Background: an optimization exercise with open tools, aiming at small area and a short achievable clock period. Do not read the settings as production practice.
Where RTL was checked, it was by simulation tests only, not by an equivalence proof against the original.
Power is estimated from default activity; no workload was simulated.

==> module fifo, before the edit <==
module fifo(clock,reset,pin,sin,din,pout,dout, TM, SI, S0);
input clock,reset;
input pin, sin;
input [8:0] din;
output pout;
output [8:0] dout;
output S0;
input TM, SI;
reg [4:0]   memw, memr;    
reg         ne;            
reg         full;          
reg [8:0]   dq;            
reg [287:0] mem;           
assign pout = ne;
assign S0   = memw[4];
assign dout = dq;
wire write = pin & ~full;
wire pop   = ~sin & ne;
wire [4:0] r1 = memr + 5'd1;
wire [4:0] wt = {memw[3:0], memr[4]};       
wire one    = (memw == r1);                   
wire thirty = ((memw + 5'd2) == memr);        
wire tne0   = (wt != {memr[3:0], 1'b0});
wire tne1   = (wt != {memr[3:0], 1'b1});
wire tfu0   = ((wt + 5'd1) == {memr[3:0], 1'b0});
wire tfu1   = ((wt + 5'd1) == {memr[3:0], 1'b1});
wire tby0   = (memw == {memr[3:0], 1'b0});
wire tby1   = (memw == {memr[3:0], 1'b1});
wire [31:0] wdec = 32'd1 << memw;
integer i;
always @(posedge clock)
  for (i = 0; i < 32; i = i + 1)
    if (write & wdec[i]) mem[9*i +: 9] <= din;
wire [7:0] hn, ht;                   
wire [3:0] ln, lt;                   
genvar e, b;
generate
  for (e = 0; e < 8; e = e + 1) begin : g_hi
    assign hn[e] = (memr[4:2] == e);
    assign ht[e] = (memr[3:1] == e);
  end
  for (e = 0; e < 4; e = e + 1) begin : g_lo
    assign ln[e] = ~TM & (memr[1:0] == e);
    assign lt[e] = TM & ({memr[0], SI} == e);
  end
endgenerate
wire [31:0] sel;
generate
  for (e = 0; e < 32; e = e + 1) begin : g_sel
    fifo_ao22 u (.a1(hn[((e + 31) % 32) / 4]), .a2(ln[(e + 31) % 4]),
                 .b1(ht[e / 4]),               .b2(lt[e % 4]),
                 .x(sel[e]));
  end
endgenerate
wire [8:0] rd;
generate
  for (b = 0; b < 9; b = b + 1) begin : g_rd
    wire [3:0] g;
    for (e = 0; e < 4; e = e + 1) begin : g_grp
      wire [7:0] m;
      genvar k;
      for (k = 0; k < 8; k = k + 1) begin : g_m
        assign m[k] = mem[9*(8*e+k)+b];
      end
      fifo_andor8 u (.s(sel[8*e +: 8]), .m(m), .y(g[e]));
    end
    assign rd[b] = |g;
  end
endgenerate
wire byp = write & (TM ? (SI ? tby1 : tby0) : (pop ? one : ~ne));
always @(posedge clock)
  if (byp | TM | pop) dq <= byp ? din : rd;
always @(posedge clock or posedge reset) begin
  if (reset) begin
    memw <= 5'd0;
    memr <= 5'd0;
    ne   <= 1'b0;
    full <= 1'b0;
  end else if (TM) begin
    memw <= wt;
    memr <= {memr[3:0], SI};
    ne   <= SI ? tne1 : tne0;
    full <= SI ? tfu1 : tfu0;
  end else begin
    memw <= memw + {4'd0, write};
    memr <= memr + {4'd0, pop};
    if (write & ~pop) begin
      ne   <= 1'b1;
      full <= thirty;
    end else if (pop & ~write) begin
      ne   <= ~one;
      full <= 1'b0;
    end
  end
end
endmodule
==> flow/config.mk <==
export PLATFORM = sky130hd
export DESIGN_NAME = fifo
export DESIGN_NICKNAME = fifo
export VERILOG_FILES = /design/flow/design.v
export SDC_FILE = /design/flow/constraint.sdc
export NUM_CORES = 4
export LEC_CHECK = 0
export CAP_MARGIN = 20
export CORE_MARGIN = 2
export CORE_UTILIZATION = 55
export CTS_BUF_LIST = sky130_fd_sc_hd__clkbuf_4 sky130_fd_sc_hd__clkbuf_8
export SETUP_SLACK_MARGIN = 1.0
export SLEW_MARGIN = 20
export SYNTH_HIERARCHICAL = 1
==> flow/constraint.sdc <==
create_clock -name core_clock -period 3.5 [get_ports {clock}]
set_input_delay 0.7000 -clock core_clock [delete_from_list [all_inputs] [get_ports {clock}]]
set_output_delay 0.7000 -clock core_clock [all_outputs]
set_load 0.01 [all_outputs]
run.sh (not shown) runs the stock make flow with config.mk's settings and CLKGATE_MAP_FILE= SYNTH_SCRIPT=/design/flow/synth_recipe.tcl, a recipe that flattens the netlist after the stock synthesis.
==> next run, changes <==
--- a/flow/design.v
+++ b/flow/design.v
@@ -32,17 +32,23 @@
 always @(posedge clock)
   for (i = 0; i < 32; i = i + 1)
     if (write & wdec[i]) mem[9*i +: 9] <= din;
+wire [4:0] rn = ~memr;
+wire       tn = ~TM, sn = ~SI;
 wire [7:0] hn, ht;                   
 wire [3:0] ln, lt;                   
-genvar e, b;
+genvar e, b, k;
 generate
   for (e = 0; e < 8; e = e + 1) begin : g_hi
-    assign hn[e] = (memr[4:2] == e);
-    assign ht[e] = (memr[3:1] == e);
+    fifo_and3 un (.a(e & 4 ? memr[4] : rn[4]), .b(e & 2 ? memr[3] : rn[3]),
+                  .c(e & 1 ? memr[2] : rn[2]), .x(hn[e]));
+    fifo_and3 ut (.a(e & 4 ? memr[3] : rn[3]), .b(e & 2 ? memr[2] : rn[2]),
+                  .c(e & 1 ? memr[1] : rn[1]), .x(ht[e]));
   end
   for (e = 0; e < 4; e = e + 1) begin : g_lo
-    assign ln[e] = ~TM & (memr[1:0] == e);
-    assign lt[e] = TM & ({memr[0], SI} == e);
+    fifo_and3 un (.a(tn), .b(e & 2 ? memr[1] : rn[1]),
+                  .c(e & 1 ? memr[0] : rn[0]), .x(ln[e]));
+    fifo_and3 ut (.a(TM), .b(e & 2 ? memr[0] : rn[0]),
+                  .c(e & 1 ? SI : sn), .x(lt[e]));
   end
 endgenerate
 wire [31:0] sel;
@@ -53,24 +59,29 @@
                  .x(sel[e]));
   end
 endgenerate
-wire [8:0] rd;
+wire byp = write & (TM ? (SI ? tby1 : tby0) : (pop ? one : ~ne));
+wire [8:0] dnext;
+wire nbyp = ~byp;
 generate
   for (b = 0; b < 9; b = b + 1) begin : g_rd
     wire [3:0] g;
+    wire [1:0] t;
+    wire       bd;
     for (e = 0; e < 4; e = e + 1) begin : g_grp
       wire [7:0] m;
-      genvar k;
       for (k = 0; k < 8; k = k + 1) begin : g_m
         assign m[k] = mem[9*(8*e+k)+b];
       end
       fifo_andor8 u (.s(sel[8*e +: 8]), .m(m), .y(g[e]));
     end
-    assign rd[b] = |g;
+    fifo_nor2  u0 (.a(g[0]), .b(g[1]), .y(t[0]));
+    fifo_nor2  u1 (.a(g[2]), .b(g[3]), .y(t[1]));
+    fifo_nor2  u2 (.a(nbyp), .b(din[b]), .y(bd));
+    fifo_a31oi u3 (.a1(nbyp), .a2(t[0]), .a3(t[1]), .b1(bd), .y(dnext[b]));
   end
 endgenerate
-wire byp = write & (TM ? (SI ? tby1 : tby0) : (pop ? one : ~ne));
 always @(posedge clock)
-  if (byp | TM | pop) dq <= byp ? din : rd;
+  if (byp | TM | pop) dq <= dnext;
 always @(posedge clock or posedge reset) begin
   if (reset) begin
     memw <= 5'd0;
@@ -95,6 +106,15 @@
   end
 end
 endmodule
+module fifo_and3(input a, b, c, output x);
+  assign x = a & b & c;
+endmodule
+module fifo_nor2(input a, b, output y);
+  assign y = ~(a | b);
+endmodule
+module fifo_a31oi(input a1, a2, a3, b1, output y);
+  assign y = ~((a1 & a2 & a3) | b1);
+endmodule
 module fifo_ao22(input a1, a2, b1, b2, output x);
   assign x = (a1 & a2) | (b1 & b2);
 endmodule
Clock-buffer cell count fell by 2.
Area after synthesis barely changes.
Final area went down by 5.9%.
Die area barely changes.
Fmax went up by 21%.
Via count goes down by 3.3%.
Total power hardly moves.
Cell count fell by 4.2%.
Routed wire length came out lower by 8.3%.
Combinational power rises by about 2%.
Utilization goes down by 4.1 points.
Function not checked in the first run of this note: the RTL went through the layout flow alone.

The RTL this note starts from:
==> flow/design.v <==
`timescale 1ns/1ns
module fifo(clock,reset,pin,sin,din,pout,dout, TM, SI, S0);
input clock,reset;
input pin, sin;
input [8:0] din;
output pout;
output [8:0] dout;
output S0;
input TM, SI;
reg [4:0]   memw, memr;    
reg         ne;            
reg         full;          
reg         one;           
reg [8:0]   dq;            
reg [287:0] mem;           
assign pout = ne;
assign S0   = memw[4];
assign dout = dq;
wire write = pin & ~full;
wire pop   = ~sin & ne;
wire [4:0] w1 = memw + 5'd1;
wire [4:0] r1 = memr + 5'd1;
wire [4:0] wt = {memw[3:0], memr[4]};       
wire two    = (memw == memr + 5'd2);          
wire thirty = ((memw + 5'd2) == memr);        
wire ton0   = (wt == {memr[3:0], 1'b1});
wire ton1   = (wt == {r1[3:0], 1'b0});
wire tne0   = (wt != {memr[3:0], 1'b0});
wire tne1   = (wt != {memr[3:0], 1'b1});
wire tfu0   = ((wt + 5'd1) == {memr[3:0], 1'b0});
wire tfu1   = ((wt + 5'd1) == {memr[3:0], 1'b1});
wire tby0   = (memw == {memr[3:0], 1'b0});
wire tby1   = (memw == {memr[3:0], 1'b1});
wire [31:0] wdec = 32'd1 << memw;
integer i;
always @(posedge clock)
  for (i = 0; i < 32; i = i + 1)
    if (write & wdec[i]) mem[9*i +: 9] <= din;
wire [4:0] rn = ~memr;
wire       tn = ~TM, sn = ~SI;
wire [7:0] hn, ht;                   
wire [3:0] ln, lt;                   
genvar e, b, k;
generate
  for (e = 0; e < 8; e = e + 1) begin : g_hi
    fifo_and3 un (.a(e & 4 ? memr[4] : rn[4]), .b(e & 2 ? memr[3] : rn[3]),
                  .c(e & 1 ? memr[2] : rn[2]), .x(hn[e]));
    fifo_and3 ut (.a(e & 4 ? memr[3] : rn[3]), .b(e & 2 ? memr[2] : rn[2]),
                  .c(e & 1 ? memr[1] : rn[1]), .x(ht[e]));
  end
  for (e = 0; e < 4; e = e + 1) begin : g_lo
    fifo_and3 un (.a(tn), .b(e & 2 ? memr[1] : rn[1]),
                  .c(e & 1 ? memr[0] : rn[0]), .x(ln[e]));
    fifo_and3 ut (.a(TM), .b(e & 2 ? memr[0] : rn[0]),
                  .c(e & 1 ? SI : sn), .x(lt[e]));
  end
endgenerate
wire [31:0] sel;
generate
  for (e = 0; e < 32; e = e + 1) begin : g_sel
    fifo_ao22 u (.a1(hn[((e + 31) % 32) / 4]), .a2(ln[(e + 31) % 4]),
                 .b1(ht[e / 4]),               .b2(lt[e % 4]),
                 .x(sel[e]));
  end
endgenerate
wire byp = write & (TM ? (SI ? tby1 : tby0) : (pop ? one : ~ne));
wire ld  = byp | TM | pop;        
wire nbyp = ~byp;
wire rdl = nbyp & (TM | pop);     
wire [8:0] dnext;
generate
  for (b = 0; b < 9; b = b + 1) begin : g_rd
    wire [3:0] g;
    wire [1:0] t;
    wire       h;
    for (e = 0; e < 4; e = e + 1) begin : g_grp
      wire [7:0] m;
      for (k = 0; k < 8; k = k + 1) begin : g_m
        assign m[k] = mem[9*(8*e+k)+b];
      end
      fifo_andor8 u (.s(sel[8*e +: 8]), .m(m), .y(g[e]));
    end
    fifo_nor2   u0 (.a(g[0]), .b(g[1]), .y(t[0]));
    fifo_nor2   u1 (.a(g[2]), .b(g[3]), .y(t[1]));
    fifo_o22ai  u2 (.a1(ld), .a2(dq[b]), .b1(nbyp), .b2(din[b]), .y(h));
    fifo_a31oi  u3 (.a1(rdl), .a2(t[0]), .a3(t[1]), .b1(h), .y(dnext[b]));
  end
endgenerate
always @(posedge clock)
  dq <= dnext;
always @(posedge clock or posedge reset) begin
  if (reset) begin
    memw <= 5'd0;
    memr <= 5'd0;
    ne   <= 1'b0;
    full <= 1'b0;
    one  <= 1'b0;
  end else if (TM) begin
    memw <= wt;
    memr <= {memr[3:0], SI};
    ne   <= SI ? tne1 : tne0;
    full <= SI ? tfu1 : tfu0;
    one  <= SI ? ton1 : ton0;
  end else begin
    memw <= write ? w1 : memw;
    memr <= pop ? r1 : memr;
    if (write & ~pop) begin
      ne   <= 1'b1;
      full <= thirty;
      one  <= ~ne;
    end else if (pop & ~write) begin
      ne   <= ~one;
      full <= 1'b0;
      one  <= two;
    end
  end
end
endmodule
module fifo_and3(input a, b, c, output x);
  assign x = a & b & c;
endmodule
module fifo_nor2(input a, b, output y);
  assign y = ~(a | b);
endmodule
module fifo_o22ai(input a1, a2, b1, b2, output y);
  assign y = ~((a1 | a2) & (b1 | b2));
endmodule
module fifo_a31oi(input a1, a2, a3, b1, output y);
  assign y = ~((a1 & a2 & a3) | b1);
endmodule
module fifo_ao22(input a1, a2, b1, b2, output x);
  assign x = (a1 & a2) | (b1 & b2);
endmodule
module fifo_andor8(input [7:0] s, input [7:0] m, output y);
  assign y = |(s & m);
endmodule
Settings: LEC_CHECK=0, CAP_MARGIN=20, CORE_MARGIN=2, CORE_UTILIZATION=65, SETUP_SLACK_MARGIN=1.5, SLEW_MARGIN=20, SYNTH_HIERARCHICAL=1; clock period 3.5 ns.
standard.sh (not shown) runs the stock make flow with config.mk's settings and CLKGATE_MAP_FILE= SYNTH_SCRIPT=/design/flow/synth_recipe.tcl, a recipe that flattens the netlist after the stock synthesis.
==> flow/flow/run.sh <==
#!/bin/bash
# Layout flow: the standard ORFS flow (standard.sh), with two changes:
#  - the port buffers are plain buf_2 cells instead of the delay cells
#    buffer_ports picks by default;
#  - the clock tree uses larger sink clusters and no dummy loads.
# make's full output goes to flow.log in the work folder; ORFS keeps each
# step's own log under orfs/logs/.
set -euo pipefail
export BUFFER_PORTS_ARGS="-buffer_cell sky130_fd_sc_hd__buf_2"
export CTS_ARGS="-sink_clustering_enable -repair_clock_nets -dont_use_dummy_load -sink_clustering_size 30 -sink_clustering_max_diameter 80 -buf_list {sky130_fd_sc_hd__clkbuf_8 sky130_fd_sc_hd__clkbuf_16}"
bash standard.sh > flow.log 2>&1
Edit:
--- a/flow/design.v
+++ b/flow/design.v
@@ -23,14 +23,12 @@
 wire [4:0] wt = {memw[3:0], memr[4]};       
 wire two    = (memw == memr + 5'd2);          
 wire thirty = ((memw + 5'd2) == memr);        
-wire ton0   = (wt == {memr[3:0], 1'b1});
-wire ton1   = (wt == {r1[3:0], 1'b0});
-wire tne0   = (wt != {memr[3:0], 1'b0});
-wire tne1   = (wt != {memr[3:0], 1'b1});
-wire tfu0   = ((wt + 5'd1) == {memr[3:0], 1'b0});
-wire tfu1   = ((wt + 5'd1) == {memr[3:0], 1'b1});
-wire tby0   = (memw == {memr[3:0], 1'b0});
-wire tby1   = (memw == {memr[3:0], 1'b1});
+wire e0     = (memw[3:0] == memr[3:0]);
+wire e1     = (memw[3:0] == memr[3:0] + 4'd1);
+wire e15    = (memw[3:0] + 4'd1 == memr[3:0]);
+wire tbh    = (memw[4:1] == memr[3:0]);
+wire tby0   = tbh & ~memw[0];                 
+wire tby1   = tbh &  memw[0];                 
 wire [31:0] wdec = 32'd1 << memw;
 integer i;
 always @(posedge clock)
@@ -98,9 +96,9 @@
   end else if (TM) begin
     memw <= wt;
     memr <= {memr[3:0], SI};
-    ne   <= SI ? tne1 : tne0;
-    full <= SI ? tfu1 : tfu0;
-    one  <= SI ? ton1 : ton0;
+    ne   <= ~(e0 & (memr[4] == SI));
+    full <= SI ? (~memr[4] & e0) : (memr[4] & e15);
+    one  <= SI ? (~memr[4] & e1) : (memr[4] & e0);
   end else begin
     memw <= write ? w1 : memw;
     memr <= pop ? r1 : memr;
Count of clock-buffer cells in the layout stays the same.
Setup slack loses 0.080 ns.
Register-to-register slack gets worse by 0.08 ns.
Wire length falls by 2.7%.
Power rose by 5.8%.
Maximum frequency came out lower by 3.7%.
Worst hold slack improved by 0.022 ns.
Clock skew decreases by 0.012 ns.
Cell area fell by 1.2%.
Critical path depth increases by 1.
Synthesized area shrinks by 0.37%.
Combinational power increases by 16%.
Final cell count fell by 1.1%.
Via count barely changes.
For the second run of this note, only the layout was checked, not whether the RTL still works.

port drivers added, routing unchanged:
No port has a modelled driver above. Below, the same layouts with a new extraction and two added sets of constraints. Step 1: set_driving_cell puts a clkbuf_16 on clock and a buf_2 on each other input, an assumption about the parent block. Step 2 adds t to the input delays and takes it off the output delays; t is the mean of the earliest and latest rising clock arrival at the registers after step 1. Input paths then give back, and output paths get back, about the clock's delay inside the block. Three values: ideal, step 1, step 2; two values: the first two.
| run | t, ns | setup slack, ns | hold slack, ns | worst setup path after step 2 | clock arrival spread, ns |
|---|---|---|---|---|---|
| the first run of note 1 | 0.613 | 0.583 / 0.583 / 0.143 | 0.469 / 0.448 / 0.546 | input to register | 0.031 / 0.031 |
| the second run of note 1 | 0.603 | 1.092 / 1.054 / 0.610 | 0.490 / 0.467 / 0.556 | input to register | 0.024 / 0.024 |
| the first run of note 2 | 0.522 | 1.446 / 1.446 / 0.958 | 0.240 / 0.210 / 0.568 | input to register | 0.058 / 0.059 |
| the second run of note 2 | 0.528 | 1.367 / 1.367 / 0.907 | 0.262 / 0.233 / 0.625 | input to register | 0.049 / 0.048 |
After both steps every run listed still meets setup and hold. The setup slack of the first run of note 2, which loses most, moves by 0.000 ns with the drivers and by -0.488 ns with both steps.
